This is an optimization exercise on Yosys and OpenROAD, whose aim is small area, not a production implementation. At most, simulation tests tie the RTL to the original design; equivalence was not proved. Only the layout flow was run in run 2; the RTL was not checked for function there. Power figures rest on the tool's default switching activity, not on a simulated workload.

$ cat design/flow/constraint.sdc
create_clock -name core_clock -period 10.0 [get_ports {clk}]
set_input_delay 2.0000 -clock core_clock [delete_from_list [all_inputs] [get_ports {clk}]]
set_output_delay 2.0000 -clock core_clock [all_outputs]
set_load 0.01 [all_outputs]
$ cat design/flow/config.mk
export PLATFORM = sky130hd
export DESIGN_NAME = digital_lock
export DESIGN_NICKNAME = digital_lock
export VERILOG_FILES = /design/flow/design.v
export SDC_FILE = /design/flow/constraint.sdc
export NUM_CORES = 4
export LEC_CHECK = 0
export CAP_MARGIN = 20
export CORE_MARGIN = 2
export CORE_UTILIZATION = 75
export CTS_BUF_LIST = sky130_fd_sc_hd__clkbuf_8
export CTS_CLUSTER_DIAMETER = 50
export CTS_CLUSTER_SIZE = 20
export PLACE_DENSITY = 0.85
export SLEW_MARGIN = 20
$ cat design/flow/flow/run.sh
#!/bin/bash
# The standard layout, with the port buffers made from the smallest buffer cell.
set -euo pipefail
bash standard.sh BUFFER_PORTS_ARGS="-buffer_cell sky130_fd_sc_hd__buf_1" finish > standard.log 2>&1
$ cat design/flow/standard.sh
#!/bin/bash
# synth_recipe.tcl (not shown) runs the flow's synth.tcl, then flattens the netlist and writes it again
# the make line also repeats each setting of config.mk as NAME=value (left out here)
make -C /OpenROAD-flow-scripts/flow DESIGN_CONFIG=/design/flow/config.mk WORK_HOME=/design/flow/orfs CLKGATE_MAP_FILE= SYNTH_SCRIPT=/design/flow/synth_recipe.tcl "${@:-finish}"
$ cat design/flow/design.v
module disp_7segment(
input [3:0] in,
output [6:0] segment);
assign segment[0] = (~in[0] & ~in[1] & ~in[2] & ~in[3]) | (in[0] & ~in[1] & ~in[2] & ~in[3]) | (in[0] & in[1] & ~in[2] & in[3]) | (in[0] & in[1] & in[2] & in[3]);
assign segment[1] = (in[0] & ~in[1] & ~in[2] & ~in[3]) | (~in[0] & ~in[1] & in[2] & ~in[3]) | (in[0] & ~in[1] & in[2] & ~in[3]) | (~in[0] & ~in[1] & ~in[2] & in[3]) | (in[0] & ~in[1] & ~in[2] & in[3]) | (~in[0] & ~in[1] & in[2] & in[3]);
assign segment[2] = (~in[0] & ~in[1] & in[2] & ~in[3]) | (in[0] & ~in[1] & in[2] & ~in[3]) | (~in[0] & ~in[1] & in[2] & in[3]) | (in[0] & ~in[1] & in[2] & in[3]);
assign segment[3] = (~in[0] & ~in[1] & ~in[2] & ~in[3]) | (in[0] & ~in[1] & in[2] & ~in[3]) | (in[0] & in[1] & in[2] & ~in[3]) | (~in[0] & in[1] & in[2] & in[3]) | (in[0] & in[1] & in[2] & in[3]);
assign segment[4] = (~in[0] & ~in[1] & ~in[2] & ~in[3]) | (~in[0] & in[1] & ~in[2] & ~in[3]) | (~in[0] & ~in[1] & ~in[2] & in[3]) | (~in[0] & in[1] & ~in[2] & in[3]) | (~in[0] & in[1] & in[2] & in[3]) | (in[0] & in[1] & in[2] & in[3]);
assign segment[5] = (~in[0] & in[1] & ~in[2] & in[3]) | (in[0] & in[1] & ~in[2] & in[3]) | (in[0] & ~in[1] & in[2] & in[3]) | (~in[0] & in[1] & in[2] & in[3]) | (in[0] & in[1] & in[2] & in[3]);
assign segment[6] = (~in[0] & ~in[1] & in[2] & ~in[3]) | (~in[0] & in[1] & in[2] & ~in[3]) | (~in[0] & in[1] & in[2] & in[3]) | (in[0] & in[1] & in[2] & in[3]);
endmodule
module kypd(
input clk, rst, sample_en,
input [1:0] state,
input [3:0] row,
output [3:0] col,
output done,
output reg [15:0] number
);
reg [2:0] gap;       
reg [2:0] count;
reg [3:0] key;
wire [3:0] pressed = ~row;
wire any_new = |pressed;
wire button_released = sample_en & ~any_new & (gap == 3'd3);
assign col[0] = (state == 2'd0) ? 1'b0 : 1'b1;
assign col[1] = (state == 2'd1) ? 1'b0 : 1'b1;
assign col[2] = (state == 2'd2) ? 1'b0 : 1'b1;
assign col[3] = (state == 2'd3) ? 1'b0 : 1'b1;
always @(*)
begin
	case (state)
		2'd0: key = pressed[2] ? 4'he : pressed[1] ? 4'h0 : pressed[0] ? 4'hf : 4'h6;
		2'd1: key = pressed[3] ? 4'h5 : pressed[2] ? 4'h3 : pressed[1] ? 4'h8 : 4'hd;
		2'd2: key = pressed[3] ? 4'hc : pressed[2] ? 4'h2 : pressed[1] ? 4'h9 : 4'ha;
		default: key = pressed[3] ? 4'hb : pressed[2] ? 4'h4 : pressed[1] ? 4'h1 : 4'h7;
	endcase
end
assign done = count[2];
always @(posedge clk)
begin
	if (rst)
		gap <= 3'd4;
	else if (sample_en)
	begin
		if (any_new)
			gap <= 3'd0;
		else if (~gap[2])
			gap <= gap + 3'd1;
	end
end
always @(posedge clk)
begin
	if (rst)
		count <= 3'd0;
	else if (button_released)
		count <= done ? 3'd0 : count + 3'd1;
end
always @(posedge clk)
begin
	if (sample_en & any_new & ~done)
		number[3:0] <= key;
end
always @(posedge clk)
begin
	if (button_released & ~done & ~(count[1] & count[0]))
		number[15:4] <= number[11:0];
end
endmodule
module input_password(
input clk, rst, sample_en,
input [1:0] state,
input [3:0] row,
output [3:0] col,
output cycle_complete,
output [15:0] code
);
kypd u1 (clk, rst, sample_en, state, row, col, cycle_complete, code);
endmodule
module profiles(
input clk, rst, en, done, write,
input [15:0] password,
input [3:0] selected_profile,
input [3:0] slot,
output valid
);
reg [255:0] ring;
reg [15:0] match;
reg ok;         
reg wpend;      
reg [3:0] wsel;
reg clr;        
localparam [15:0] ZERO = 16'h6666;
wire wnow = wpend & (slot == wsel);
wire [15:0] head = clr ? ZERO : wnow ? password : ring[15:0];
wire [15:0] match_at_rise = {match[0], match[15:1]};
assign valid = ~rst & done & ok;
always @(posedge clk)
begin
	ring <= {head, ring[255:16]};
	match <= {head == password, match[15:1]};
end
always @(posedge clk)
begin
	if (rst)
		clr <= 1'b1;
	else if (&slot)
		clr <= 1'b0;
end
always @(posedge clk)
begin
	if (rst)
	begin
		ok <= 1'b1;
		wpend <= 1'b0;
	end
	else
	begin
		if (en & done)
			ok <= ~write & match_at_rise[selected_profile];
		if (en & done & write)
			wpend <= 1'b1;
		else if (wnow)
			wpend <= 1'b0;
	end
end
always @(posedge clk)
begin
	if (en & done & write)
		wsel <= selected_profile;
end
endmodule
module digital_lock(
input clk, rst, add_profile, d3_in,
input [3:0] profile_selected,
input [3:0] row,
output [3:0] col,
output [1:0] high, low,
output valid,
output reg locked,
output [6:0] dis_code0, dis_code1, dis_code2, dis_code3
);
reg [9:0] cnt;
wire div_rise = &cnt[7:0];
wire div_fall = ~cnt[7] & (&cnt[6:0]);
wire [15:0] code;
wire done;
reg disp_on;    
reg zero_seen;  
assign high = 2'b11;
assign low = 2'b00;
always @(posedge clk)
begin
	if (rst)
		cnt <= 10'h080;
	else
		cnt <= cnt + 10'd1;
end
input_password in_pass (clk, rst, div_fall, cnt[9:8], row, col, done, code);
profiles prof (clk, rst, div_rise, done, add_profile, code, profile_selected, cnt[3:0], valid);
localparam [15:0] ZERO = 16'h6666;
wire [15:0] pass_code = disp_on ? code : ZERO;
disp_7segment disp1 (pass_code[3:0]  , dis_code0);
disp_7segment disp2 (pass_code[7:4]  , dis_code1);
disp_7segment disp3 (pass_code[11:8] , dis_code2);
disp_7segment disp4 (pass_code[15:12], dis_code3);
always @(posedge clk)
begin
	if (rst)
		disp_on <= 1'b0;
	else if (div_rise)
		disp_on <= done;
end
always @(posedge clk)
begin
	if (rst)
	begin
		zero_seen <= ~d3_in;
		locked <= 1'b0;
	end
	else if (div_rise)
	begin
		zero_seen <= ~d3_in;
		locked <= locked | zero_seen;
	end
end
endmodule
==> results of run 1 <==
## sequential cells by signal (all words and copies together), names as in the netlist
signal,flops
prof.ring,256
in_pass.u1.number,16
locked,1
in_pass.u1.gap,3
prof.wpend,1
prof.match,16
prof.clr,1
prof.wsel,4
prof.ok,1
cnt,10
disp_on,1
in_pass.u1.count,3
zero_seen,1
## worst max-delay path by stage
stage / startpoint / to / cells past startpoint / slack (ns)
after global routing: rst / valid / 3 / 4.92
after floorplan: rst / valid / 2 / 5.63
after global placement: rst / valid / 3 / 5.12
final: rst / valid / 3 / 5.04
after CTS: rst / valid / 3 / 5.04
after detailed placement: rst / valid / 3 / 5.03
## layer usage
layer / vias to the layer above / GRT usage / wire length (µm)
met5: - / 0 / 0
met4: 0 / 0.0850 / 429
met3: 45 / 0.0409 / 845
met2: 202 / 0.406 / 6670
met1: 2144 / 0.315 / 6030
li1: 2181 / - / -
## logic make-up (layout without fill, tap and decap cells)
kind of cell,count (synthesis),after routing,share of synthesized area
AOI/OAI and AO/OA,69,69,0.0538
buffers and inverters,57,100,0.0278
other,2,4,0.000892
DFF,314,314,0.772
adders and majority gates,3,3,0.00446
xor gates and xnor gates,11,11,0.0114
muxes,17,17,0.0270
and+or+nand+nor,164,164,0.103
## power breakdown
group | internal (µW) | switching (µW) | total, µW
Sequential | 1260 | 1.64 | 1270
Combinational | 4.62 | 7.90 | 12.5
Clock | 187 | 347 | 534
Total | 1450 | 357 | 1810
## cells in the final DEF (no fill, tap or decap), types with 3 or more instances in the layout
cell type  count
a21oi_1       18
a31oi_1        6
and3_1         3
buf_1         45
clkbuf_8      20
conb_1         4
dfxtp_1      293
edfxtp_1      21
ha_1           3
inv_1         30
mux2i_1       13
nand2_1       44
nand2b_1      18
nand3_1       10
nand4_1        3
nor2_1        37
nor2b_1       10
nor3_1        13
nor4_1         5
nor4bb_1       3
o2111ai_1      4
o211ai_1       6
o21a_1         6
o21ai_0       11
o22ai_1        5
xnor2_1        6
xor2_1         5
## worst reg2reg max path, cell delays in order (launching register included)
cell and delay (ns):
edfxtp_1 0.62, nor2b_1 0.23, a2111o_1 0.35, nor4_1 0.30, o2111ai_1 0.18, a22oi_1 0.27
## metrics by stage
step	worst slack, ns	util
after floorplan	5.63	-
after global placement	5.12	0.794
after detailed placement	5.03	0.794
after CTS	5.04	0.823
after global routing	4.92	0.823
final	5.04	0.823
## layout make-up
class / instances / area (µm²)
repair buffers: 47 / 184
flip-flops and latches: 314 / 6500
clock buffers: 20 / 275
fillers: 583 / 1930
clock inverters: 9 / 38.8
well taps: 140 / 175
multi-input cells: 268 / 1700
inverters: 24 / 90.1
==> results.toml, run 1 <==
[run_status]
outcome = "timing/DRC/antenna clean"

[finish]
area_growth_pct = 6.38
final_area_um2 = 8960
diodes = 0
drive_above_1_share = 0.0484
fin_cells = 822
layout.nets = 689

[setup_path]
path_class = "in -> out"
worstPathRequired_ns = 8.00
r2r_cells = 5
path_buf_inv = 2
cp-end-kind = "primary output"
cp_common_cell = "buf_1"
path_cells = "buf_1 > nor2_1 > buf_1"
crit_slowest_cell = "buf_1"
rr_startpoint = "in_pass.u1.number[10]"
worst-r2r-setup-slack_ns = 7.97
crit_fanout = 23
cp_top_family = "buffers and inverters"
critPathArrivalTime_ns = 2.96
start_kind = "input port"
r2r-end = "prof.match[15]"
crit_path_max_incr_delay_ns = 0.67

[global_route]
grt_max_degree = 30
grt_pass1_wl_um = 22200
grt_pass1_vias = 4518
grt_use_total = 0.241
overflow = 0
antenna_found_initial = 0

[logic_synthesis]
synth_seq_cells = 314
yosys_warnings = 3
syn_area_per_cell_um2 = 13.2
yosys.area.top_type = "dfxtp_1"
synth_flop_cell = "dfxtp_1"
mappedNetlistArea_um2 = 8420
synth_edf_count = 21
synthTopCellsByArea = "dfxtp_1 (70%), edfxtp_1 (7.5%), nand2_1 (2.0%), nor2_1 (1.6%), mux2i_1 (1.5%)"
seq_area_frac_synth = 0.772
yosysTopAreaCellShare = 0.697
ys_types = 55
synthTopCellsByCount = "dfxtp_1 (293), nand2_1 (44), nor2_1 (37), clkbuf_1 (27), inv_1 (23)"
async_flop_share = 0
synth.most_common_cell = "dfxtp_1"
synth_cells = 637

[floorplanning]
coreArea_um2 = 10900
die_y_um = 110
rows = 38
dieArea_um2 = 12100
initial_core_util = 0.773
ios = 50
die_x_um = 110

[placement]
port_buffers = 45
hpwl_um = 9020
dpl_cell_area_um2 = 8640
place_congestion = 0.814
dp_cells = 793

[min_path]
hold_depth = 0
min_from = "prof.ring[216]"
hold_end = "prof.ring[200]"
hp-class = "reg -> reg"

[routing]
postRouteWirelength_um = 14000
drt-initial-drc-count = 450
drc = 0
ant_nets = 0
vias = 4572
firstDrtPassIters = 5
wl_per_cell_um = 17.0
viasPerCell = 5.56

[sta]
setup_viol = 0
finalCriticalPeriod_ns = 4.96
slew_headroom = 0.316
fmax_ghz = 0.201
worst_slew_pin_slew_ns = 1.02
grt_setup_unrepaired = "no"
finalHoldViolations = 0
skew_ns = 0.0192
setup_tns_ns = 0
period_share = 0.496
timing.hold.ws_ns = 0.326
slew_viol_final = 0

[clocking]
cts_resized = 0
clk_latency_ns = 0.53
numCtsBuffers = 19
cts_tree = "done"
clkTransAtPathRegs_ns = 0.12
postCtsHoldBufs = 0
clk_path_buf_depth = 3
ctsHtreeMaxLevel = 1
cts_sinks = 314
cts_setup_buffers = 0
root_buffer = "clkbuf_8"

[flow_run]
maxCapViolCount = 0

[power_and_ir_drop]
powerDensity_nw_per_um2 = 202
cellLeakagePower_uw = 0.00344
ir_worst_vdd_v = 0.000169
p_total_uw = 1810
==> inputs of run 2 (changes only) <==
--- a/design/flow/design.v
+++ b/design/flow/design.v
@@ -1,13 +1,13 @@
 module disp_7segment(
 input [3:0] in,
 output [6:0] segment);
-assign segment[0] = (~in[0] & ~in[1] & ~in[2] & ~in[3]) | (in[0] & ~in[1] & ~in[2] & ~in[3]) | (in[0] & in[1] & ~in[2] & in[3]) | (in[0] & in[1] & in[2] & in[3]);
-assign segment[1] = (in[0] & ~in[1] & ~in[2] & ~in[3]) | (~in[0] & ~in[1] & in[2] & ~in[3]) | (in[0] & ~in[1] & in[2] & ~in[3]) | (~in[0] & ~in[1] & ~in[2] & in[3]) | (in[0] & ~in[1] & ~in[2] & in[3]) | (~in[0] & ~in[1] & in[2] & in[3]);
+assign segment[0] = (in[0] & ~in[1] & ~in[2] & ~in[3]) | (~in[0] & in[1] & in[2] & ~in[3]) | (in[0] & ~in[1] & ~in[2] & in[3]) | (in[0] & in[1] & in[2] & in[3]);
+assign segment[1] = (~in[0] & ~in[1] & in[2] & ~in[3]) | (in[0] & ~in[1] & in[2] & ~in[3]) | (in[0] & ~in[1] & ~in[2] & in[3]) | (~in[0] & in[1] & ~in[2] & in[3]) | (in[0] & in[1] & ~in[2] & in[3]) | (in[0] & ~in[1] & in[2] & in[3]);
 assign segment[2] = (~in[0] & ~in[1] & in[2] & ~in[3]) | (in[0] & ~in[1] & in[2] & ~in[3]) | (~in[0] & ~in[1] & in[2] & in[3]) | (in[0] & ~in[1] & in[2] & in[3]);
-assign segment[3] = (~in[0] & ~in[1] & ~in[2] & ~in[3]) | (in[0] & ~in[1] & in[2] & ~in[3]) | (in[0] & in[1] & in[2] & ~in[3]) | (~in[0] & in[1] & in[2] & in[3]) | (in[0] & in[1] & in[2] & in[3]);
-assign segment[4] = (~in[0] & ~in[1] & ~in[2] & ~in[3]) | (~in[0] & in[1] & ~in[2] & ~in[3]) | (~in[0] & ~in[1] & ~in[2] & in[3]) | (~in[0] & in[1] & ~in[2] & in[3]) | (~in[0] & in[1] & in[2] & in[3]) | (in[0] & in[1] & in[2] & in[3]);
-assign segment[5] = (~in[0] & in[1] & ~in[2] & in[3]) | (in[0] & in[1] & ~in[2] & in[3]) | (in[0] & ~in[1] & in[2] & in[3]) | (~in[0] & in[1] & in[2] & in[3]) | (in[0] & in[1] & in[2] & in[3]);
-assign segment[6] = (~in[0] & ~in[1] & in[2] & ~in[3]) | (~in[0] & in[1] & in[2] & ~in[3]) | (~in[0] & in[1] & in[2] & in[3]) | (in[0] & in[1] & in[2] & in[3]);
+assign segment[3] = (in[0] & ~in[1] & ~in[2] & ~in[3]) | (~in[0] & in[1] & ~in[2] & ~in[3]) | (in[0] & ~in[1] & in[2] & in[3]) | (~in[0] & in[1] & in[2] & in[3]) | (in[0] & in[1] & in[2] & in[3]);
+assign segment[4] = (in[0] & ~in[1] & ~in[2] & ~in[3]) | (in[0] & in[1] & ~in[2] & ~in[3]) | (in[0] & in[1] & in[2] & ~in[3]) | (in[0] & in[1] & ~in[2] & in[3]) | (~in[0] & in[1] & in[2] & in[3]) | (in[0] & in[1] & in[2] & in[3]);
+assign segment[5] = (~in[0] & in[1] & in[2] & ~in[3]) | (in[0] & in[1] & in[2] & ~in[3]) | (~in[0] & ~in[1] & in[2] & in[3]) | (~in[0] & in[1] & in[2] & in[3]) | (in[0] & in[1] & in[2] & in[3]);
+assign segment[6] = (~in[0] & ~in[1] & ~in[2] & ~in[3]) | (~in[0] & ~in[1] & in[2] & ~in[3]) | (~in[0] & in[1] & in[2] & in[3]) | (in[0] & in[1] & in[2] & in[3]);
 endmodule
 module kypd(
 input clk, rst, sample_en,
@@ -30,10 +30,10 @@
 always @(*)
 begin
 	case (state)
-		2'd0: key = pressed[2] ? 4'he : pressed[1] ? 4'h0 : pressed[0] ? 4'hf : 4'h6;
-		2'd1: key = pressed[3] ? 4'h5 : pressed[2] ? 4'h3 : pressed[1] ? 4'h8 : 4'hd;
-		2'd2: key = pressed[3] ? 4'hc : pressed[2] ? 4'h2 : pressed[1] ? 4'h9 : 4'ha;
-		default: key = pressed[3] ? 4'hb : pressed[2] ? 4'h4 : pressed[1] ? 4'h1 : 4'h7;
+		2'd0: key = pressed[2] ? 4'he : pressed[1] ? 4'h1 : pressed[0] ? 4'hf : 4'h0;
+		2'd1: key = pressed[3] ? 4'hd : pressed[2] ? 4'h8 : pressed[1] ? 4'hb : 4'hc;
+		2'd2: key = pressed[3] ? 4'h5 : pressed[2] ? 4'h3 : pressed[1] ? 4'ha : 4'h7;
+		default: key = pressed[3] ? 4'h6 : pressed[2] ? 4'h4 : pressed[1] ? 4'h9 : 4'h2;
 	endcase
 end
 assign done = count[2];
@@ -90,7 +90,7 @@
 reg wpend;      
 reg [3:0] wsel;
 reg clr;        
-localparam [15:0] ZERO = 16'h6666;
+localparam [15:0] ZERO = 16'h0000;
 wire wnow = wpend & (slot == wsel);
 wire [15:0] head = clr ? ZERO : wnow ? password : ring[15:0];
 wire [15:0] match_at_rise = {match[0], match[15:1]};
@@ -158,7 +158,7 @@
 end
 input_password in_pass (clk, rst, div_fall, cnt[9:8], row, col, done, code);
 profiles prof (clk, rst, div_rise, done, add_profile, code, profile_selected, cnt[3:0], valid);
-localparam [15:0] ZERO = 16'h6666;
+localparam [15:0] ZERO = 16'h0000;
 wire [15:0] pass_code = disp_on ? code : ZERO;
 disp_7segment disp1 (pass_code[3:0]  , dis_code0);
 disp_7segment disp2 (pass_code[7:4]  , dis_code1);
==> design/flow/flow/run.sh (replaced) <==
#!/bin/bash
# The standard layout, with the port buffers made from the smallest buffer cell
# and a clock tree without dummy loads.
set -euo pipefail
bash standard.sh \
  BUFFER_PORTS_ARGS="-buffer_cell sky130_fd_sc_hd__buf_1" \
  CTS_ARGS="-sink_clustering_enable -repair_clock_nets -dont_use_dummy_load -buf_list sky130_fd_sc_hd__clkbuf_8 -sink_clustering_size 20 -sink_clustering_max_diameter 50" \
  finish > standard.log 2>&1
==> run 2 against run 1 <==
Effect of this change: still clean on timing, DRC and antenna; hold slack worse by 0.020 ns; critical path depth stayed put; utilization is 0.54 points lower.
==> results.toml, run 2 <==
[floorplanning]
coreArea_um2 = 10800
die_y_um = 110
ios = 50
dieArea_um2 = 12000
initial_core_util = 0.772
die_x_um = 110
rows = 38

[finish]
fill_cells = 603
fin_cells = 808
final_area_um2 = 8860
utilization = 0.817
final_cell_mix = "dfxtp_1 (293), nor2_1 (54), buf_1 (45), nand2_1 (30), a21oi_1 (24)"
drive_above_1_share = 0.0494
layout.nets = 685
multi_input_area_um2 = 1660
reg.largest.list = "prof.ring (256), in_pass.u1.number (16), prof.match (16)"
register_area_um2 = 6500
layout_commonest_cell = "dfxtp_1"
regMostFlops = "prof.ring"
largest_reg_flops = 256
area_growth_pct = 5.85
diodes = 0

[setup_path]
cp_common_cell = "buf_1"
path_cells = "buf_1 > nor2_1 > buf_1"
r2r_cells = 5
crit_fanout = 23
crit_slowest_cell = "buf_1"
crit_path_max_incr_delay_ns = 0.67
critPathArrivalTime_ns = 2.94
worstPathRequired_ns = 8.00
start_kind = "input port"
cp-end-kind = "primary output"
path_class = "in -> out"

[power_and_ir_drop]
cellLeakagePower_uw = 0.00331
p_int_uw = 1440
seq_power_share = 0.709
comb_power_share = 0.007
powerDensity_nw_per_um2 = 201
swShare = 0.192
p_sw_uw = 343
ir_worst_vdd_v = 0.000180
p_clk_frac = 0.284

[logic_synthesis]
synth.most_common_cell = "dfxtp_1"
synth_cells = 631
yosys_warnings = 3
yosysTopAreaCellShare = 0.701
synthTopCellsByArea = "dfxtp_1 (70%), edfxtp_1 (7.5%), nor2_1 (2.4%), mux2i_1 (2.0%), a21oi_1 (1.4%)"
synth_flop_cell = "dfxtp_1"
synth_edf_count = 21
syn_area_per_cell_um2 = 13.3
synthTopCellsByCount = "dfxtp_1 (293), nor2_1 (54), nand2_1 (30), a21oi_1 (24)"
async_flop_share = 0
mappedNetlistArea_um2 = 8370
ys_types = 51
synth_seq_cells = 314
seq_area_frac_synth = 0.776
yosys.area.top_type = "dfxtp_1"

[clocking]
postCtsHoldBufs = 0
root_buffer = "clkbuf_8"
ctsHtreeMaxLevel = 1
cts_tree = "done"
cts_sinks = 314
clk_path_buf_depth = 3
clkTransAtPathRegs_ns = 0.12
numCtsBuffers = 19
cts_setup_buffers = 0
clk_latency_ns = 0.52
cts_resized = 0

[min_path]
hp-class = "reg -> reg"
hold_depth = 0

[routing]
postRouteWirelength_um = 13600
routedLengthMet1_um = 5920
ant_nets = 0
highest_layer = "met4"
wl_met3_um = 866
viasPerCell = 5.56
wl_per_cell_um = 16.9
drt-initial-drc-count = 336
drc = 0
wl_met2_um = 6520
vias = 4496
firstDrtPassIters = 5

[placement]
dp_cells = 789
port_buffers = 45
hpwl_um = 9010
pre_cts_ws_ns = 5.09
place_congestion = 0.840
dpl_cell_area_um2 = 8600

[sta]
fmax_ghz = 0.203
grt_setup_unrepaired = "no"
finalCriticalPeriod_ns = 4.94
setup_slack_ns = 5.06
slew_headroom = 0.390
skew_ns = 0.0392
finalHoldViolations = 0
slew_viol_final = 0
setup_tns_ns = 0
period_share = 0.494
worst_slew_pin_slew_ns = 0.915
setup_viol = 0

[global_route]
overflow = 0
grt_pass1_vias = 4441
antenna_found_initial = 0
grt_pass1_wl_um = 21400
grt_use_total = 0.231
grt_max_degree = 26

[run_status]
outcome = "timing/DRC/antenna clean"

[flow_run]
maxCapViolCount = 0
[run 2: cell count changes in the layout (fill, tap and decap cells not counted), moves of 4 or more]
| cell | previous run | this run |
|---|---|---|
| nor2_1 | 37 | 54 |
| nand2_1 | 44 | 30 |
| inv_1 | 30 | 22 |
| a21oi_1 | 18 | 24 |
| o21a_1 | 6 | 0 |
| o21ai_0 | 11 | 17 |
| nor3_1 | 13 | 8 |
| mux2i_1 | 13 | 17 |
| o211ai_1 | 6 | 2 |
| o311ai_0 | 0 | 4 |
[run 2: per-layer routing]
layer  up-vias  GRT usage
met5         -          0
met4         0     0.0669
met3        34     0.0415
met2       183      0.392
met1      2128      0.307
li1       2151          -
[run 2: cell type report]
| type | count | area share |
|---|---|---|
| well taps | 140 | 0.0198 |
| clock buffers | 19 | 0.0295 |
| flip-flops and latches | 314 | 0.733 |
| multi-input cells | 266 | 0.187 |
| repair buffers | 47 | 0.0208 |
| inverters | 22 | 0.00932 |
[run 2: power groups by stage]
stage                     clock network (µW)  registers (µW)  logic [µW]
final                                    506            1270        12.1
after global placement                     0            1290        10.7
after floorplan                            0            1290        7.92
after CTS                                517            1270        11.9
after global routing                     558            1270        13.4
after detailed placement                   0            1290        11.8
[run 2: path summary, 6_finish.rpt]
| kind | to | slack (ns) | startpoint |
|---|---|---|---|
| worst max-delay path | valid | 5.06 | rst |
| worst min register to register | prof.ring[34] | 0.31 | prof.ring[50] |
| worst max register to register | prof.wsel[3] | 7.89 | cnt[0] |
| worst min-delay path | prof.ring[34] | 0.31 | prof.ring[50] |
[run 2: through the flow]
step | power [µW] | hold WS [ns]
after floorplan | 1300 | 0.310
after global placement | 1300 | 0.310
after detailed placement | 1310 | 0.312
after CTS | 1790 | 0.308
after global routing | 1840 | 0.309
final | 1780 | 0.307
[run 2: logic make-up after synthesis]
| kind of cell | count (synthesis) | share of synthesized area |
|---|---|---|
| other | 2 | 0.000897 |
| buffers and inverters | 53 | 0.0272 |
| AND/OR/NAND/NOR | 148 | 0.0882 |
| adder cells (fa/ha/maj) | 3 | 0.00449 |
| XOR/XNOR | 12 | 0.0126 |
| AO/OA/AOI/OAI | 78 | 0.0594 |
| flip-flops | 314 | 0.776 |
| multiplexers | 21 | 0.0311 |
[run 2: critical path: cells and delay by family]
| family | cells | cell delay [ns] |
|---|---|---|
| and+or+nand+nor | 1 | 0.11 |
| buffers and inverters | 2 | 0.83 |
==> inputs of run 3 (changes only) <==
--- a/design/flow/design.v
+++ b/design/flow/design.v
@@ -92,7 +92,8 @@
 reg clr;        
 localparam [15:0] ZERO = 16'h0000;
 wire wnow = wpend & (slot == wsel);
-wire [15:0] head = clr ? ZERO : wnow ? password : ring[15:0];
+wire keep = ~wnow & ~clr;
+wire [15:0] head = ({16{wnow}} & password) | ({16{keep}} & ring[15:0]);
 wire [15:0] match_at_rise = {match[0], match[15:1]};
 assign valid = ~rst & done & ok;
 always @(posedge clk)
==> run 3 against run 2 <==
Effect of this change: still clean; global-route usage is 0.86 points lower; clock-buffer cell count stayed put; utilization is 0.39 points lower; cell area is 0.48% lower; synthesized area is 0.70% lower; critical path type unchanged.
==> results.toml, run 3 <==
[finish]
drive_above_1_share = 0.0603
final_area_um2 = 8820
reg.largest.list = "prof.ring (256), in_pass.u1.number (16), prof.match (16)"
area_growth_pct = 6.08
final_cell_mix = "dfxtp_1 (293), buf_1 (45), nor2_1 (40), nand2_1 (34), a21oi_1 (28)"
fill_cells = 612
regMostFlops = "prof.ring"
diodes = 0
layout_commonest_cell = "dfxtp_1"
layout.nets = 680
largest_reg_flops = 256
utilization = 0.813

[min_path]
hold_end = "prof.ring[96]"
min_from = "prof.ring[112]"
hp-class = "reg -> reg"
hold_depth = 0

[flow_run]
maxCapViolCount = 0

[power_and_ir_drop]
cellLeakagePower_uw = 0.00331
p_total_uw = 1780
comb_power_share = 0.007
p_int_uw = 1440
p_sw_uw = 335
powerDensity_nw_per_um2 = 201
seq_power_share = 0.713
p_clk_frac = 0.281
swShare = 0.189
ir_worst_vdd_v = 0.000177

[sta]
skew_ns = 0.0222
setup_tns_ns = 0
period_share = 0.495
worst_slew_pin_slew_ns = 0.933
setup_slack_ns = 5.05
finalCriticalPeriod_ns = 4.95
finalHoldViolations = 0
fmax_ghz = 0.202
slew_headroom = 0.378
slew_viol_final = 0
grt_setup_unrepaired = "no"
setup_viol = 0

[logic_synthesis]
synth_flop_cell = "dfxtp_1"
yosys_warnings = 3
synth.most_common_cell = "dfxtp_1"
synthTopCellsByCount = "dfxtp_1 (293), nor2_1 (40), nand2_1 (34), a21oi_1 (28), inv_1 (27)"
synth_seq_cells = 314
yosys.area.top_type = "dfxtp_1"
async_flop_share = 0
synth_cells = 623
ys_types = 54
seq_area_frac_synth = 0.782
syn_area_per_cell_um2 = 13.3
mappedNetlistArea_um2 = 8310
synthTopCellsByArea = "dfxtp_1 (71%), edfxtp_1 (7.6%), nor2_1 (1.8%), a21oi_1 (1.7%), nand2_1 (1.5%)"
yosysTopAreaCellShare = 0.706
synth_edf_count = 21

[routing]
firstDrtPassIters = 5
postRouteWirelength_um = 12900
drt-initial-drc-count = 375
viasPerCell = 5.57
drc = 0
vias = 4476
wl_per_cell_um = 16.1
ant_nets = 0

[setup_path]
r2r-end = "prof.wsel[3]"
cp_common_cell = "buf_1"
crit_fanout = 23
worstPathRequired_ns = 8.00
path_depth = 3
path_buf_inv = 2
rr_startpoint = "cnt[0]"
cp_top_family = "buffers and inverters"
crit_path_max_incr_delay_ns = 0.68
start_kind = "input port"
crit_slowest_cell = "buf_1"
cp-end-kind = "primary output"
path_cells = "buf_1 > nor2_1 > buf_1"
worst-r2r-setup-slack_ns = 7.80
critPathArrivalTime_ns = 2.95
r2r_cells = 5
path_class = "in -> out"

[clocking]
clk_path_buf_depth = 3
cts_resized = 0
postCtsHoldBufs = 0
numCtsBuffers = 19
clk_latency_ns = 0.50
ctsHtreeMaxLevel = 1
clkTransAtPathRegs_ns = 0.11
cts_setup_buffers = 0
root_buffer = "clkbuf_8"
cts_tree = "done"
cts_sinks = 314

[global_route]
grt_max_degree = 29
grt_pass1_vias = 4257
grt_use_total = 0.223
overflow = 0
grt_pass1_wl_um = 20700
antenna_found_initial = 0

[placement]
pre_cts_ws_ns = 5.05
dpl_cell_area_um2 = 8550
place_congestion = 0.933
hpwl_um = 8620
port_buffers = 45

[floorplanning]
die_x_um = 109
ios = 50
rows = 38
dieArea_um2 = 11900
initial_core_util = 0.767
die_y_um = 109
coreArea_um2 = 10800

[run_status]
outcome = "timing/DRC/antenna clean"
[run 3: cell types whose count changed after synthesis, sizes merged, moves of 5 or more]
cell    delta
nor3       -5
o31ai     +10
nor2      -14
nand2b     -8
mux2i     -15
inv        +5
a21oi      +5
or3b       +6
o21ai      +8
[run 3: cell families after synthesis]
logic type | count (synthesis) | share of synthesized area
fa+ha+maj | 3 | 0.00452
buf+inv | 55 | 0.0270
other cells | 2 | 0.000904
simple gates | 129 | 0.0821
compound gates | 103 | 0.0787
xor+xnor | 10 | 0.0105
flops | 314 | 0.782
mux | 7 | 0.0146
[run 3: worst max path at each step]
stage                     from    end  slack, ns
after floorplan            rst  valid       5.63
after global placement     rst  valid       5.10
after detailed placement   rst  valid       5.05
after CTS                  rst  valid       5.05
after global routing       rst  valid       4.96
final                      rst  valid       5.05
[run 3: area by class of cell]
| class | count | area [µm²] | area share |
|---|---|---|---|
| timing repair buffer | 47 | 184 | 0.0209 |
| clock buffer | 19 | 262 | 0.0297 |
| tap | 140 | 175 | 0.0199 |
| multi-input combinational | 256 | 1600 | 0.181 |
| inverter | 27 | 101 | 0.0115 |
| sequential | 314 | 6500 | 0.737 |
[run 3: per-layer routing]
layer | track usage | vias up | share of wire
met5 | 0 | - | 0
met4 | 0.0633 | 0 | 0.023
met3 | 0.0353 | 32 | 0.074
met2 | 0.358 | 176 | 0.46
met1 | 0.318 | 2120 | 0.45
li1 | - | 2148 | -
[run 3: power groups by stage]
stage / combinational, µW / clock, µW / sequential [µW]
4_1_cts: 12.3 / 509 / 1270
3_5_place_dp: 12.2 / 0 / 1290
6_report: 12.3 / 498 / 1270
2_1_floorplan: 8.60 / 0 / 1290
5_1_grt: 13.8 / 552 / 1270
3_3_place_gp: 11.2 / 0 / 1290
[run 3: through the flow]
stage	hold slack, ns	std cells
2_1_floorplan	0.310	625
3_3_place_gp	0.311	784
3_5_place_dp	0.312	784
4_1_cts	0.328	803
5_1_grt	0.330	803
6_report	0.324	803
==> inputs of run 4 (changes only) <==
==> design/flow/flow/run.sh (replaced) <==
#!/bin/bash
# The standard layout, with the port buffers made from the smallest buffer cell
# and a clock tree without dummy loads.
set -euo pipefail
bash standard.sh \
  BUFFER_PORTS_ARGS="-buffer_cell sky130_fd_sc_hd__buf_1" \
  CTS_ARGS="-sink_clustering_enable -repair_clock_nets -dont_use_dummy_load -buf_list sky130_fd_sc_hd__clkbuf_4 -sink_clustering_size 11 -sink_clustering_max_diameter 40" \
  finish > standard.log 2>&1
==> run 4 against run 3 <==
Effect of this change: still clean on timing, DRC and antenna; die area unchanged; critical path depth stayed put; first-iteration DRC count decreased by 3.7%; clock skew rose by 0.025 ns; sequential power is essentially flat; total power about the same; register-to-register slack better by 0.02 ns; clock-buffer cell count up 16; clock power about the same; maximum frequency barely moved; critical endpoint unchanged; highest routed layer unchanged.
==> results.toml, run 4 <==
[sta]
grt_setup_unrepaired = "no"
finalHoldViolations = 0
setup_slack_ns = 5.05
slew_headroom = 0.376
setup_tns_ns = 0
skew_ns = 0.0472
fmax_ghz = 0.202
finalCriticalPeriod_ns = 4.95
setup_viol = 0
timing.hold.ws_ns = 0.309
worst_slew_pin_slew_ns = 0.936
slew_viol_final = 0
period_share = 0.495

[logic_synthesis]
yosysTopAreaCellShare = 0.706
mappedNetlistArea_um2 = 8310
synth.most_common_cell = "dfxtp_1"
yosys_warnings = 3
synth_edf_count = 21
syn_area_per_cell_um2 = 13.3
synthTopCellsByArea = "dfxtp_1 (71%), edfxtp_1 (7.6%), nor2_1 (1.8%), a21oi_1 (1.7%), nand2_1 (1.5%)"
synth_flop_cell = "dfxtp_1"
synth_seq_cells = 314
seq_area_frac_synth = 0.782
synthTopCellsByCount = "dfxtp_1 (293), nor2_1 (40), nand2_1 (34), a21oi_1 (28), inv_1 (27)"
ys_types = 54
async_flop_share = 0
yosys.area.top_type = "dfxtp_1"
synth_cells = 623

[placement]
place_congestion = 0.933
pre_cts_ws_ns = 5.05
hpwl_um = 8620
port_buffers = 45

[power_and_ir_drop]
powerDensity_nw_per_um2 = 202
ir_worst_vdd_v = 0.000145
cellLeakagePower_uw = 0.00334
p_total_uw = 1780

[floorplanning]
coreArea_um2 = 10800
die_x_um = 109
initial_core_util = 0.767
rows = 38
dieArea_um2 = 11900
ios = 50
die_y_um = 109

[finish]
fill_cells = 624
diodes = 0
layout.nets = 696
area_growth_pct = 6.10
register_area_um2 = 6500
multi_input_area_um2 = 1600
regMostFlops = "prof.ring"
final_cell_mix = "dfxtp_1 (293), buf_1 (45), nor2_1 (40), clkbuf_4 (35), nand2_1 (34)"
drive_above_1_share = 0.0825
reg.largest.list = "prof.ring (256), in_pass.u1.number (16), prof.match (16)"
largest_reg_flops = 256
layout_commonest_cell = "dfxtp_1"

[run_status]
outcome = "timing/DRC/antenna clean"

[clocking]
root_buffer = "clkbuf_4"
ctsHtreeMaxLevel = 2
cts_setup_buffers = 0
clkTransAtPathRegs_ns = 0.10
clk_latency_ns = 0.58
numCtsBuffers = 35
cts_sinks = 314
postCtsHoldBufs = 0
cts_tree = "done"
clk_path_buf_depth = 3
cts_resized = 0

[setup_path]
crit_path_max_incr_delay_ns = 0.68
cp_common_cell = "buf_1"
start_kind = "input port"
crit_fanout = 23
cp-end-kind = "primary output"
worstPathRequired_ns = 8.00
path_class = "in -> out"
path_cells = "buf_1 > nor2_1 > buf_1"
crit_slowest_cell = "buf_1"
critPathArrivalTime_ns = 2.95

[routing]
drt-initial-drc-count = 361
ant_nets = 0
firstDrtPassIters = 5
wl_per_cell_um = 16.0
drc = 0
postRouteWirelength_um = 13100
viasPerCell = 5.59
vias = 4575

[flow_run]
maxCapViolCount = 0

[global_route]
overflow = 0
antenna_found_initial = 0
grt_pass1_vias = 4449
grt_max_degree = 29
grt_use_total = 0.232
grt_pass1_wl_um = 21300

[min_path]
hp-class = "reg -> reg"
-- run 4: final cells by class --
class                      instances  area share
timing repair buffer              47      0.0209
tap                              140      0.0199
sequential                       314       0.737
multi-input combinational        256       0.181
inverter                          27      0.0115
clock buffer                      35      0.0298
-- run 4: layer usage --
| metal | GRT usage | up-vias | part of all wire |
|---|---|---|---|
| met5 | 0 | - | 0 |
| met4 | 0.0823 | 0 | 0.023 |
| met3 | 0.0472 | 38 | 0.071 |
| met2 | 0.367 | 185 | 0.46 |
| met1 | 0.322 | 2157 | 0.44 |
| li1 | - | 2195 | - |
-- run 4: critical path, delay by kind of cell --
kind,cells,cell delay (ns)
buf+inv,2,0.84
simple gates,1,0.11
-- run 4: cell families (layout without fill, tap and decap cells) --
| group | after synthesis | in the layout | share of synthesized area |
|---|---|---|---|
| buf+inv | 55 | 109 | 0.0270 |
| xor+xnor | 10 | 10 | 0.0105 |
| flops | 314 | 314 | 0.782 |
| simple gates | 129 | 129 | 0.0821 |
| fa+ha+maj | 3 | 3 | 0.00452 |
| other cells | 2 | 4 | 0.000904 |
| compound gates | 103 | 103 | 0.0787 |
| mux | 7 | 7 | 0.0146 |
-- run 4: per-stage QoR --
stage | cells | cell area (µm²) | utilization
2_1_floorplan | 625 | 8320 | -
3_3_place_gp | 784 | 8550 | 0.789
3_5_place_dp | 784 | 8550 | 0.789
4_1_cts | 819 | 8820 | 0.813
5_1_grt | 819 | 8820 | 0.813
6_report | 819 | 8820 | 0.813
-- run 4: worst paths after layout --
check | from | end | slack (ns) | cells after the start
hold / removal | prof.ring[214] | prof.ring[198] | 0.31 | 0
hold reg to reg | prof.ring[214] | prof.ring[198] | 0.31 | 0
setup reg to reg | cnt[0] | prof.wsel[2] | 7.82 | 5
setup / recovery | rst | valid | 5.05 | 3
-- run 4: power by group --
group          total, µW  leakage, µW  switching, µW  internal [µW]
logic               12.3     0.000626           7.81           4.46
clock network        500     0.000161            337            163
registers           1260      0.00255           1.66           1260
==> inputs of run 5 (changes only) <==
==> design/flow/flow/run.sh (replaced) <==
#!/bin/bash
# The standard layout, with the port buffers made from the smallest buffer cell
# and a clock tree without dummy loads.
set -euo pipefail
bash standard.sh \
  BUFFER_PORTS_ARGS="-buffer_cell sky130_fd_sc_hd__buf_1" \
  CTS_ARGS="-sink_clustering_enable -repair_clock_nets -dont_use_dummy_load -buf_list sky130_fd_sc_hd__clkbuf_4 -sink_clustering_size 12 -sink_clustering_max_diameter 45" \
  finish > standard.log 2>&1
==> run 5 against run 4 <==
Effect of this change: still clean on timing, DRC and antenna; synthesized cell count unchanged; cell count fell by 0.61%; register-to-register slack barely moved; routed wire length fell by 1.2%; global-route usage shrank 0.54 points; sequential power hardly changed; critical path type unchanged; largest power group unchanged.
==> results.toml, run 5 <==
[clocking]
cts_sinks = 314
root_buffer = "clkbuf_4"
clk_path_buf_depth = 3
clk_latency_ns = 0.64
ctsHtreeMaxLevel = 1
postCtsHoldBufs = 0
clkTransAtPathRegs_ns = 0.11
cts_resized = 0
cts_setup_buffers = 0
cts_tree = "done"
numCtsBuffers = 30

[sta]
finalHoldViolations = 0
slew_headroom = 0.380
grt_setup_unrepaired = "no"
finalCriticalPeriod_ns = 4.94
setup_tns_ns = 0
setup_viol = 0
period_share = 0.494
worst_slew_pin_slew_ns = 0.930
skew_ns = 0.104
slew_viol_final = 0
fmax_ghz = 0.202

[setup_path]
critPathArrivalTime_ns = 2.94
path_class = "in -> out"
start_kind = "input port"
cp_common_cell = "buf_1"
cp-end-kind = "primary output"
crit_fanout = 23
path_cells = "buf_1 > nor2_1 > buf_1"
worstPathRequired_ns = 8.00
crit_slowest_cell = "buf_1"
crit_path_max_incr_delay_ns = 0.68

[logic_synthesis]
ys_types = 54
synth_cells = 623
seq_area_frac_synth = 0.782
synthTopCellsByCount = "dfxtp_1 (293), nor2_1 (40), nand2_1 (34), a21oi_1 (28), inv_1 (27)"
synth_edf_count = 21
mappedNetlistArea_um2 = 8310
yosys_warnings = 3
syn_area_per_cell_um2 = 13.3
yosysTopAreaCellShare = 0.706
synth_seq_cells = 314
yosys.area.top_type = "dfxtp_1"
synthTopCellsByArea = "dfxtp_1 (71%), edfxtp_1 (7.6%), nor2_1 (1.8%), a21oi_1 (1.7%), nand2_1 (1.5%)"
synth.most_common_cell = "dfxtp_1"
async_flop_share = 0
synth_flop_cell = "dfxtp_1"

[finish]
largest_reg_flops = 256
fin_cells = 814
diodes = 0
layout_commonest_cell = "dfxtp_1"
area_growth_pct = 5.65
reg.largest.list = "prof.ring (256), in_pass.u1.number (16), prof.match (16)"
drive_above_1_share = 0.0757
regMostFlops = "prof.ring"
final_cell_mix = "dfxtp_1 (293), buf_1 (45), nor2_1 (40), nand2_1 (34), clkbuf_4 (30)"
layout.nets = 691
final_area_um2 = 8780

[floorplanning]
initial_core_util = 0.767
ios = 50
dieArea_um2 = 11900
die_y_um = 109
die_x_um = 109
rows = 38
coreArea_um2 = 10800

[power_and_ir_drop]
ir_worst_vdd_v = 0.000139
cellLeakagePower_uw = 0.00331
powerDensity_nw_per_um2 = 198

[placement]
place_congestion = 0.933
hpwl_um = 8620
dpl_cell_area_um2 = 8550
dp_cells = 784
port_buffers = 45

[run_status]
outcome = "timing/DRC/antenna clean"

[routing]
viasPerCell = 5.61
drt-initial-drc-count = 470
vias = 4564
ant_nets = 0
drc = 0
wl_per_cell_um = 15.9
firstDrtPassIters = 6
postRouteWirelength_um = 12900

[min_path]
hp-class = "reg -> reg"

[global_route]
grt_pass1_vias = 4345
grt_use_total = 0.227
antenna_found_initial = 0
overflow = 0
grt_max_degree = 29
grt_pass1_wl_um = 21000

[flow_run]
maxCapViolCount = 0
-- run 5: per-stage QoR --
| step | setup WS (ns) | hold WS, ns | util | total power [µW] |
|---|---|---|---|---|
| floorplan | 5.63 | 0.310 | - | 1300 |
| global placement | 5.10 | 0.311 | 0.789 | 1300 |
| detailed placement | 5.05 | 0.312 | 0.789 | 1310 |
| CTS | 5.05 | 0.274 | 0.810 | 1760 |
| global route | 4.96 | 0.262 | 0.810 | 1810 |
| finish | 5.06 | 0.272 | 0.810 | 1740 |
-- run 5: area by class of cell --
class / instances / area, µm²
tap: 140 / 175
inverter: 27 / 101
sequential: 314 / 6500
timing repair buffer: 47 / 184
fill: 629 / 2060
multi-input combinational: 256 / 1600
clock buffer: 30 / 225
-- run 5: worst paths after layout --
path / from / to / slack, ns / cells past startpoint
setup / recovery: rst / valid / 5.06 / 3
hold / removal: prof.match[12] / prof.match[11] / 0.27 / 0
setup reg to reg: cnt[0] / prof.wsel[2] / 7.81 / 5
hold reg to reg: prof.match[12] / prof.match[11] / 0.27 / 0
-- run 5: where the power goes --
group | internal, µW | switching [µW]
combinational | 4.46 | 7.83
clock | 138 | 325
sequential | 1260 | 1.65
-- run 5: critical path: cells and delay by family --
| kind | cells | cell delay (ns) |
|---|---|---|
| buf+inv | 2 | 0.84 |
| simple gates | 1 | 0.11 |
-- run 5: kinds of logic (layout without fill, tap and decap cells) --
logic type,count (synthesis),count (layout),share of synthesized area
flip-flops,314,314,0.782
adder cells (fa/ha/maj),3,3,0.00452
buffers and inverters,55,104,0.0270
AO/OA/AOI/OAI,103,103,0.0787
AND/OR/NAND/NOR,129,129,0.0821
other,2,4,0.000904
XOR/XNOR,10,10,0.0105
multiplexers,7,7,0.0146
-- run 5: metal layers --
layer | vias up | track usage | wire, µm | part of all wire
li1 | 2180 | - | - | -
met5 | - | 0 | 0 | 0
met3 | 19 | 0.0406 | 986 | 0.076
met2 | 231 | 0.367 | 6050 | 0.47
met1 | 2134 | 0.317 | 5700 | 0.44
met4 | 0 | 0.0669 | 193 | 0.015
==> inputs of run 6 (changes only) <==
--- a/design/flow/flow/run.sh
+++ b/design/flow/flow/run.sh
@@ -1,6 +1,6 @@
 #!/bin/bash
 # The standard layout, with the port buffers made from the smallest buffer cell
-# and a clock tree without dummy loads.
+# and a clock tree of small buffers (clkbuf_4, at most 12 sinks each) without dummy loads.
 set -euo pipefail
 bash standard.sh \
   BUFFER_PORTS_ARGS="-buffer_cell sky130_fd_sc_hd__buf_1" \
==> run 6 against run 5 <==
Effect of this change: critical path depth stayed put; hold slack stayed put; maximum frequency stayed put; critical endpoint unchanged; largest power group unchanged; highest routed layer unchanged.
==> results.toml, run 6 <==
[run_status]
outcome = "timing/DRC/antenna clean"

[setup_path]
start_kind = "input port"
path_buf_inv = 2
cp_common_cell = "buf_1"
cp_top_family = "buffers and inverters"
path_cells = "buf_1 > nor2_1 > buf_1"
crit_slowest_cell = "buf_1"
crit_path_max_incr_delay_ns = 0.68
critPathArrivalTime_ns = 2.94
cp-end-kind = "primary output"
path_class = "in -> out"
crit_fanout = 23
worstPathRequired_ns = 8.00

[logic_synthesis]
synth_compound_area_frac = 0.0787
syn_area_per_cell_um2 = 13.3
synth-xor-area-share = 0.0105
synth_edf_count = 21
synthTopCellsByArea = "dfxtp_1 (71%), edfxtp_1 (7.6%), nor2_1 (1.8%), a21oi_1 (1.7%), nand2_1 (1.5%)"
synth_top_family_by_area = "simple AND/OR/NAND/NOR gates"
synthAdderAreaFrac = 0.00452
async_flop_share = 0
seq_area_frac_synth = 0.782
synthTopCellsByCount = "dfxtp_1 (293), nor2_1 (40), nand2_1 (34), a21oi_1 (28), inv_1 (27)"
yosys_warnings = 3
synth_cells = 623
synth_seq_cells = 314
yosysTopAreaCellShare = 0.706
synthSimpleGateAreaFrac = 0.0821
synthMuxAreaShare = 0.0146
synth.most_common_cell = "dfxtp_1"
yosys.area.top_type = "dfxtp_1"
mappedNetlistArea_um2 = 8310
ys_types = 54
synth_flop_cell = "dfxtp_1"

[floorplanning]
die_y_um = 109
rows = 38
coreArea_um2 = 10800
die_x_um = 109
dieArea_um2 = 11900
initial_core_util = 0.767
ios = 50

[global_route]
overflow = 0
grt_pass1_vias = 4345
grt_use_total = 0.227
grt_max_degree = 29
antenna_found_initial = 0
grt_pass1_wl_um = 21000

[finish]
utilization = 0.810
fill_cells = 629
final_cell_mix = "dfxtp_1 (293), buf_1 (45), nor2_1 (40), nand2_1 (34), clkbuf_4 (30)"
diodes = 0
layout.nets = 691
area_growth_pct = 5.65
regMostFlops = "prof.ring"
layout_commonest_cell = "dfxtp_1"
final_area_um2 = 8780
drive_above_1_share = 0.0757
reg.largest.list = "prof.ring (256), in_pass.u1.number (16), prof.match (16)"
largest_reg_flops = 256
fin_cells = 814

[clocking]
root_buffer = "clkbuf_4"
numCtsBuffers = 30
postCtsHoldBufs = 0
cts_resized = 0
cts_setup_buffers = 0
cts_tree = "done"
clk_path_buf_depth = 3
ctsHtreeMaxLevel = 1
clkTransAtPathRegs_ns = 0.11
clk_latency_ns = 0.64
cts_sinks = 314

[sta]
fmax_ghz = 0.202
setup_viol = 0
period_share = 0.494
grt_setup_unrepaired = "no"
finalHoldViolations = 0
worst_slew_pin_slew_ns = 0.930
setup_slack_ns = 5.06
slew_headroom = 0.380
slew_viol_final = 0
finalCriticalPeriod_ns = 4.94
skew_ns = 0.104
setup_tns_ns = 0

[placement]
port_buffers = 45
hpwl_um = 8620
dpl_cell_area_um2 = 8550
dp_cells = 784
place_congestion = 0.933
pre_cts_ws_ns = 5.05

[routing]
drt-initial-drc-count = 470
wl_per_cell_um = 15.9
vias = 4564
postRouteWirelength_um = 12900
firstDrtPassIters = 6
ant_nets = 0
viasPerCell = 5.61
drc = 0

[min_path]
hp-class = "reg -> reg"

[power_and_ir_drop]
cellLeakagePower_uw = 0.00331
powerDensity_nw_per_um2 = 198
ir_worst_vdd_v = 0.000139

[flow_run]
maxCapViolCount = 0
run 6: final cells by class:
type,count,area (µm²),area share
sequential,314,6500,0.740
multi-input combinational,256,1600,0.182
clock buffer,30,225,0.0257
timing repair buffer,47,184,0.0209
tap,140,175,0.0200
inverter,27,101,0.0115
run 6: power by group:
group / switching [µW] / internal [µW] / total (µW)
combinational: 7.83 / 4.46 / 12.3
sequential: 1.65 / 1260 / 1270
clock: 325 / 138 / 463
run 6: per-stage QoR:
stage                     hold slack, ns  total power, µW
after CTS                          0.274             1760
after floorplan                    0.310             1300
after global placement             0.311             1300
final                              0.272             1740
after detailed placement           0.312             1310
after global routing               0.262             1810
run 6: metal layers:
metal	GRT usage	vias to the layer above	wire length, µm
li1	-	2180	-
met5	0	-	0
met4	0.0669	0	193
met1	0.317	2134	5700
met3	0.0406	19	986
met2	0.367	231	6050
run 6: kinds of logic after synthesis:
logic type	count (synthesis)
buf+inv	55
mux	7
other cells	2
fa+ha+maj	3
flops	314
simple gates	129
compound gates	103
xor+xnor	10
run 6: final timing paths:
path         slack [ns]              to  cells past startpoint            from
max                5.06           valid                      3             rst
min                0.27  prof.match[11]                      0  prof.match[12]
max reg2reg        7.81    prof.wsel[2]                      5          cnt[0]
min reg2reg        0.27  prof.match[11]                      0  prof.match[12]
run 6: worst register-to-register path, stage by stage, from the launching register on:
cell and delay, ns:
dfxtp_1 0.44, ha_1 0.26, nand3_4 0.14, nor3_1 0.66
nand3_1 0.23, inv_1 0.18
==> inputs of run 7 (changes only) <==
--- a/design/flow/config.mk
+++ b/design/flow/config.mk
@@ -7,9 +7,9 @@
 export LEC_CHECK = 0
 export CAP_MARGIN = 20
 export CORE_MARGIN = 2
-export CORE_UTILIZATION = 75
+export CORE_UTILIZATION = 70
 export CTS_BUF_LIST = sky130_fd_sc_hd__clkbuf_8
 export CTS_CLUSTER_DIAMETER = 50
 export CTS_CLUSTER_SIZE = 20
-export PLACE_DENSITY = 0.85
+export PLACE_DENSITY = 0.8
 export SLEW_MARGIN = 20
==> run 7 against run 6 <==
Effect of this change: still clean on timing, DRC and antenna; synthesized area unchanged; sequential power about the same; non-clock buffer count unchanged; via count decreased by 0.85%; worst setup slack got worse by 0.0036 ns; highest routed layer unchanged.
==> results.toml, run 7 <==
[power_and_ir_drop]
ir_worst_vdd_v = 0.000171
powerDensity_nw_per_um2 = 199
cellLeakagePower_uw = 0.00331

[logic_synthesis]
yosysTopAreaCellShare = 0.706
synthTopCellsByArea = "dfxtp_1 (71%), edfxtp_1 (7.6%), nor2_1 (1.8%), a21oi_1 (1.7%), nand2_1 (1.5%)"
syn_area_per_cell_um2 = 13.3
yosys.area.top_type = "dfxtp_1"
synth_flop_cell = "dfxtp_1"
seq_area_frac_synth = 0.782
yosys_warnings = 3
synth_seq_cells = 314
synth_edf_count = 21
synth.most_common_cell = "dfxtp_1"
synthTopCellsByCount = "dfxtp_1 (293), nor2_1 (40), nand2_1 (34), a21oi_1 (28), inv_1 (27)"
ys_types = 54
synth_cells = 623
mappedNetlistArea_um2 = 8310
async_flop_share = 0

[floorplanning]
initial_core_util = 0.722
die_x_um = 113
die_y_um = 113
rows = 39
ios = 50
coreArea_um2 = 11500
dieArea_um2 = 12800

[setup_path]
worst-r2r-setup-slack_ns = 7.91
rr_startpoint = "cnt[0]"
r2r_cells = 5
cp-startpoint = "rst"
cp-endpoint = "valid"
crit_path_max_incr_delay_ns = 0.67
cp_common_cell = "buf_1"
critPathArrivalTime_ns = 2.95
crit_slowest_cell = "buf_1"
r2r-end = "prof.wsel[1]"
worstPathRequired_ns = 8.00
crit_fanout = 23
path_cells = "buf_1 > nor2_1 > buf_1"
cp-end-kind = "primary output"
start_kind = "input port"
path_class = "in -> out"

[sta]
setup_slack_ns = 5.05
finalCriticalPeriod_ns = 4.95
slew_headroom = 0.389
skew_ns = 0.0279
grt_setup_unrepaired = "no"
slew_viol_final = 0
timing.hold.ws_ns = 0.308
fmax_ghz = 0.202
finalHoldViolations = 0
worst_slew_pin_slew_ns = 0.916
setup_viol = 0
period_share = 0.495
setup_tns_ns = 0

[placement]
hpwl_um = 8390
pre_cts_ws_ns = 5.07
port_buffers = 45
place_congestion = 0.843
dpl_cell_area_um2 = 8560

[global_route]
grt_pass1_wl_um = 21300
grt_pass1_vias = 4334
grt_max_degree = 29
overflow = 0
antenna_found_initial = 1
grt_use_total = 0.207

[finish]
diodes = 0
final_cell_mix = "dfxtp_1 (293), buf_1 (45), nor2_1 (40), nand2_1 (34), clkbuf_4 (30)"
layout_commonest_cell = "dfxtp_1"
drive_above_1_share = 0.0757
regMostFlops = "prof.ring"
reg.largest.list = "prof.ring (256), in_pass.u1.number (16), prof.match (16)"
area_growth_pct = 5.69
largest_reg_flops = 256
final_area_um2 = 8780
layout.nets = 691

[routing]
viasPerCell = 5.54
postRouteWirelength_um = 12900
vias = 4525
wl_per_cell_um = 15.7
drt-initial-drc-count = 326
ant_nets = 0
drc = 0
firstDrtPassIters = 16

[flow_run]
maxCapViolCount = 0

[min_path]
hp-class = "reg -> reg"

[clocking]
cts_setup_buffers = 0
cts_tree = "done"
ctsHtreeMaxLevel = 1
cts_sinks = 314
postCtsHoldBufs = 0
numCtsBuffers = 30
clkTransAtPathRegs_ns = 0.12
clk_path_buf_depth = 3
root_buffer = "clkbuf_4"
cts_resized = 0
clk_latency_ns = 0.63

[run_status]
outcome = "timing/DRC/antenna clean"
-- run 7: cell counts in the layout (fill, tap and decap cells not counted) --
Identical to the previous run, type by type.
-- run 7: how the worst min path moves through the flow --
stage                   start             end  slack, ns  depth (start not counted)
4_1_cts         prof.ring[66]   prof.ring[50]       0.30                          0
3_3_place_gp    prof.ring[92]   prof.ring[76]       0.31                          0
5_1_grt         prof.ring[66]   prof.ring[50]       0.29                          0
2_1_floorplan   prof.ring[16]    prof.ring[0]       0.31                          0
3_5_place_dp   prof.ring[164]  prof.ring[148]       0.31                          0
6_report       prof.ring[188]  prof.ring[172]       0.31                          0
-- run 7: worst max-delay path, delay by kind of cell --
| kind | cells | cell delay [ns] |
|---|---|---|
| buffers and inverters | 2 | 0.83 |
| and+or+nand+nor | 1 | 0.12 |
-- run 7: area by class of cell --
cell class                 instances  area [µm²]
sequential                       314        6500
clock buffer                      30         225
inverter                          27         101
multi-input combinational        256        1600
fill                             730        2730
tap                              143         179
timing repair buffer              47         184
-- run 7: through the flow --
step	total power, µW	cells	util
final	1750	817	0.763
after CTS	1770	817	0.763
after global routing	1820	817	0.763
after floorplan	1300	625	-
after global placement	1300	787	0.743
after detailed placement	1310	787	0.743
-- run 7: kinds of logic (layout without fill, tap and decap cells) --
kind of cell / after synthesis / after routing / share of synthesized area
flip-flops: 314 / 314 / 0.782
adder cells (fa/ha/maj): 3 / 3 / 0.00452
AND/OR/NAND/NOR: 129 / 129 / 0.0821
buffers and inverters: 55 / 104 / 0.0270
XOR/XNOR: 10 / 10 / 0.0105
multiplexers: 7 / 7 / 0.0146
AO/OA/AOI/OAI: 103 / 103 / 0.0787
other: 2 / 4 / 0.000904
-- run 7: metal layers --
layer	part of all wire	up-vias	wire length, µm	GRT usage
met3	0.087	28	1130	0.0509
met1	0.45	2117	5730	0.296
met4	0.023	0	292	0.0699
li1	-	2187	-	-
met5	0	-	0	0
met2	0.44	193	5720	0.317
-- run 7: report_power, final --
group	leakage, µW	switching [µW]	internal, µW	total, µW
registers	0.00255	1.63	1260	1270
clock network	0.000138	331	138	469
logic	0.000626	7.80	4.44	12.2
==> inputs of run 8 (changes only) <==
--- a/design/flow/design.v
+++ b/design/flow/design.v
@@ -90,9 +90,11 @@
 reg wpend;      
 reg [3:0] wsel;
 reg clr;        
+reg wnow;       
+reg keep;       
 localparam [15:0] ZERO = 16'h0000;
-wire wnow = wpend & (slot == wsel);
-wire keep = ~wnow & ~clr;
+wire wnow_nxt = ~rst & wpend & ~wnow & ((slot + 4'd1) == wsel);
+wire clr_nxt = rst | (clr & ~(&slot));
 wire [15:0] head = ({16{wnow}} & password) | ({16{keep}} & ring[15:0]);
 wire [15:0] match_at_rise = {match[0], match[15:1]};
 assign valid = ~rst & done & ok;
@@ -103,10 +105,9 @@
 end
 always @(posedge clk)
 begin
-	if (rst)
-		clr <= 1'b1;
-	else if (&slot)
-		clr <= 1'b0;
+	clr <= clr_nxt;
+	wnow <= wnow_nxt;
+	keep <= ~wnow_nxt & ~clr_nxt;
 end
 always @(posedge clk)
 begin
--- a/design/flow/config.mk
+++ b/design/flow/config.mk
@@ -7,9 +7,9 @@
 export LEC_CHECK = 0
 export CAP_MARGIN = 20
 export CORE_MARGIN = 2
-export CORE_UTILIZATION = 70
+export CORE_UTILIZATION = 65
 export CTS_BUF_LIST = sky130_fd_sc_hd__clkbuf_8
 export CTS_CLUSTER_DIAMETER = 50
 export CTS_CLUSTER_SIZE = 20
-export PLACE_DENSITY = 0.8
+export PLACE_DENSITY = 0.75
 export SLEW_MARGIN = 20
==> run 8 against run 7 <==
Effect of this change: die area is 8.0% higher; critical path depth did not move; sequential power is essentially flat; sequential share of layout area down 0.091 points; total power grew 0.97%; critical endpoint unchanged; largest power group unchanged.
==> results.toml, run 8 <==
[logic_synthesis]
yosys.area.top_type = "dfxtp_1"
yosysTopAreaCellShare = 0.707
synthTopCellsByCount = "dfxtp_1 (295), nor2_1 (40), a21oi_1 (32), clkbuf_1 (23)"
synthTopCellsByArea = "dfxtp_1 (71%), edfxtp_1 (7.5%), a21oi_1 (1.9%), nor2_1 (1.8%), a22o_1 (1.7%)"
async_flop_share = 0
synth_seq_cells = 316
seq_area_frac_synth = 0.782
synth_edf_count = 21
mappedNetlistArea_um2 = 8360
synth_flop_cell = "dfxtp_1"
synth_cells = 626
syn_area_per_cell_um2 = 13.3
yosys_warnings = 3
ys_types = 52
synth.most_common_cell = "dfxtp_1"

[setup_path]
cp-end-kind = "primary output"
crit_path_max_incr_delay_ns = 0.70
r2r-end = "in_pass.u1.number[8]"
cp-startpoint = "rst"
start_kind = "input port"
r2r_cells = 6
rr_startpoint = "cnt[0]"
cp_top_family = "buffers and inverters"
worst-r2r-setup-slack_ns = 7.86
path_buf_inv = 2
crit_fanout = 24
critPathArrivalTime_ns = 2.98
path_cells = "buf_1 > nor2_1 > buf_1"
crit_slowest_cell = "buf_1"
path_class = "in -> out"
cp_common_cell = "buf_1"
worstPathRequired_ns = 8.00

[finish]
layout.nets = 690
multi_input_area_um2 = 1610
drive_above_1_share = 0.0639
regMostFlops = "prof.ring"
final_area_um2 = 8850
largest_reg_flops = 256
layout_commonest_cell = "dfxtp_1"
diodes = 0
register_area_um2 = 6540
fill_cells = 889
area_growth_pct = 5.90
utilization = 0.704
final_cell_mix = "dfxtp_1 (295), buf_1 (45), nor2_1 (40), a21oi_1 (32), clkbuf_4 (31)"
reg.largest.list = "prof.ring (256), in_pass.u1.number (16), prof.match (16)"

[clocking]
clk_latency_ns = 0.66
ctsHtreeMaxLevel = 1
postCtsHoldBufs = 0
root_buffer = "clkbuf_4"
cts_setup_buffers = 0
cts_resized = 0
cts_sinks = 316
clkTransAtPathRegs_ns = 0.12
clk_path_buf_depth = 3
numCtsBuffers = 31
cts_tree = "done"

[sta]
finalHoldViolations = 0
slew_viol_final = 0
setup_viol = 0
period_share = 0.498
timing.hold.ws_ns = 0.310
setup_slack_ns = 5.02
skew_ns = 0.0484
setup_tns_ns = 0
worst_slew_pin_slew_ns = 0.963
finalCriticalPeriod_ns = 4.98
slew_headroom = 0.358
fmax_ghz = 0.201
grt_setup_unrepaired = "no"

[min_path]
hold_depth = 0
hp-class = "reg -> reg"
hold_end = "prof.match[0]"
min_from = "prof.match[1]"

[placement]
dpl_cell_area_um2 = 8620
hpwl_um = 8120
port_buffers = 45
place_congestion = 0.834
pre_cts_ws_ns = 5.02

[floorplanning]
die_x_um = 117
coreArea_um2 = 12600
ios = 50
rows = 41
dieArea_um2 = 13800
initial_core_util = 0.665
die_y_um = 117

[routing]
viasPerCell = 5.25
drc = 0
postRouteWirelength_um = 12500
drt-initial-drc-count = 325
vias = 4436
wl_per_cell_um = 14.8
ant_nets = 0
firstDrtPassIters = 5

[flow_run]
maxCapViolCount = 0

[global_route]
grt_use_total = 0.184
grt_max_degree = 26
antenna_found_initial = 1
overflow = 0
grt_pass1_vias = 4401
grt_pass1_wl_um = 20500

[power_and_ir_drop]
ir_worst_vdd_v = 0.000133
powerDensity_nw_per_um2 = 199
cellLeakagePower_uw = 0.00336

[run_status]
outcome = "timing/DRC/antenna clean"
[run 8: cell count changes after synthesis, sizes merged, moves of 4 or more]
cell    delta
a21oi      +4
a22o      +14
inv        -7
nand2     -11
nand2b     -6
nor2b     +17
o21ai      -5
o31ai      -9
or3b       -8
[run 8: how the worst max path moves through the flow]
stage,slack [ns],depth (start not counted),endpoint
3_3_place_gp,5.07,3,valid
4_1_cts,5.01,3,valid
2_1_floorplan,5.63,2,valid
6_report,5.02,3,valid
3_5_place_dp,5.02,3,valid
5_1_grt,4.88,3,valid
[run 8: stage by stage]
step                      instances  power (µW)
after floorplan                 628        1310
after CTS                       845        1790
after global routing            845        1840
after detailed placement        814        1320
final                           845        1760
after global placement          814        1320
[run 8: area by class of cell]
cell class / instances / area share
clock buffer: 31 / 0.0263
tap: 172 / 0.0243
timing repair buffer: 46 / 0.0199
multi-input combinational: 260 / 0.182
sequential: 316 / 0.739
inverter: 20 / 0.00848
[run 8: worst reg2reg max path, stage by stage, from the launching register on]
cell,delay (ns)
dfxtp_1,0.43
ha_1,0.28
nand4_4,0.17
nor4_4,0.41
nand2_2,0.14
nor3_1,0.15
buf_4,0.23
[run 8: routing by layer]
metal	up-vias	wire [µm]	track usage	part of all wire
met5	-	15	0	0.0012
met4	2	338	0.0723	0.027
met3	37	581	0.0409	0.046
met2	120	5770	0.295	0.46
met1	2083	5830	0.245	0.47
li1	2194	-	-	-
[run 8: cell families (layout without fill, tap and decap cells)]
family	Yosys count	after routing	share of synthesized area
xor gates and xnor gates	13	13	0.0136
DFF	316	316	0.782
buffers and inverters	52	97	0.0256
other	2	4	0.000899
muxes	5	5	0.00913
and+or+nand+nor	127	127	0.0786
AOI/OAI and AO/OA	108	108	0.0854
adders and majority gates	3	3	0.00449
[run 8: report_power, final]
group	internal [µW]	total [µW]	leakage [µW]	switching, µW
registers	1270	1270	0.00256	1.35
clock network	143	475	0.000143	333
logic	5.64	14.9	0.000649	9.26

static timing again, ports no longer ideal:
How much do the figures lean on ideal ports? The routed layouts below were timed once more, with nothing changed but the port constraints. Step 1 assumes that a clkbuf_16 drives the clock port and a buf_2 every other input. Step 2 also shifts input and output timing later by t, the mid clock arrival at the registers, as if the neighbouring blocks saw the same clock. Three values: no drivers, after step 1, after step 2; two values: the first two.
run	shift t [ns]	setup WS [ns]	worst setup path after step 2	worst slew at a driven data input, ns	cell pins on the clock port's net
run 1	0.550	5.037 / 5.006 / 5.006	input to output	0.03	1
run 2	0.542	5.063 / 5.035 / 5.035	input to output	0.03	1
run 3	0.528	5.054 / 5.029 / 5.029	input to output	0.03	1
run 4	0.587	5.051 / 5.026 / 5.026	input to output	0.03	1
run 5	0.621	5.057 / 5.031 / 5.031	input to output	0.03	1
run 6	0.621	5.057 / 5.031 / 5.031	input to output	0.03	1
run 7	0.653	5.053 / 5.026 / 5.026	input to output	0.03	1
run 8	0.672	5.021 / 4.995 / 4.995	input to output	0.03	1
After both steps setup and hold are still met in every run listed. The setup slack of run 1, which loses most, moves by -0.031 ns with the drivers and by -0.031 ns with both steps.
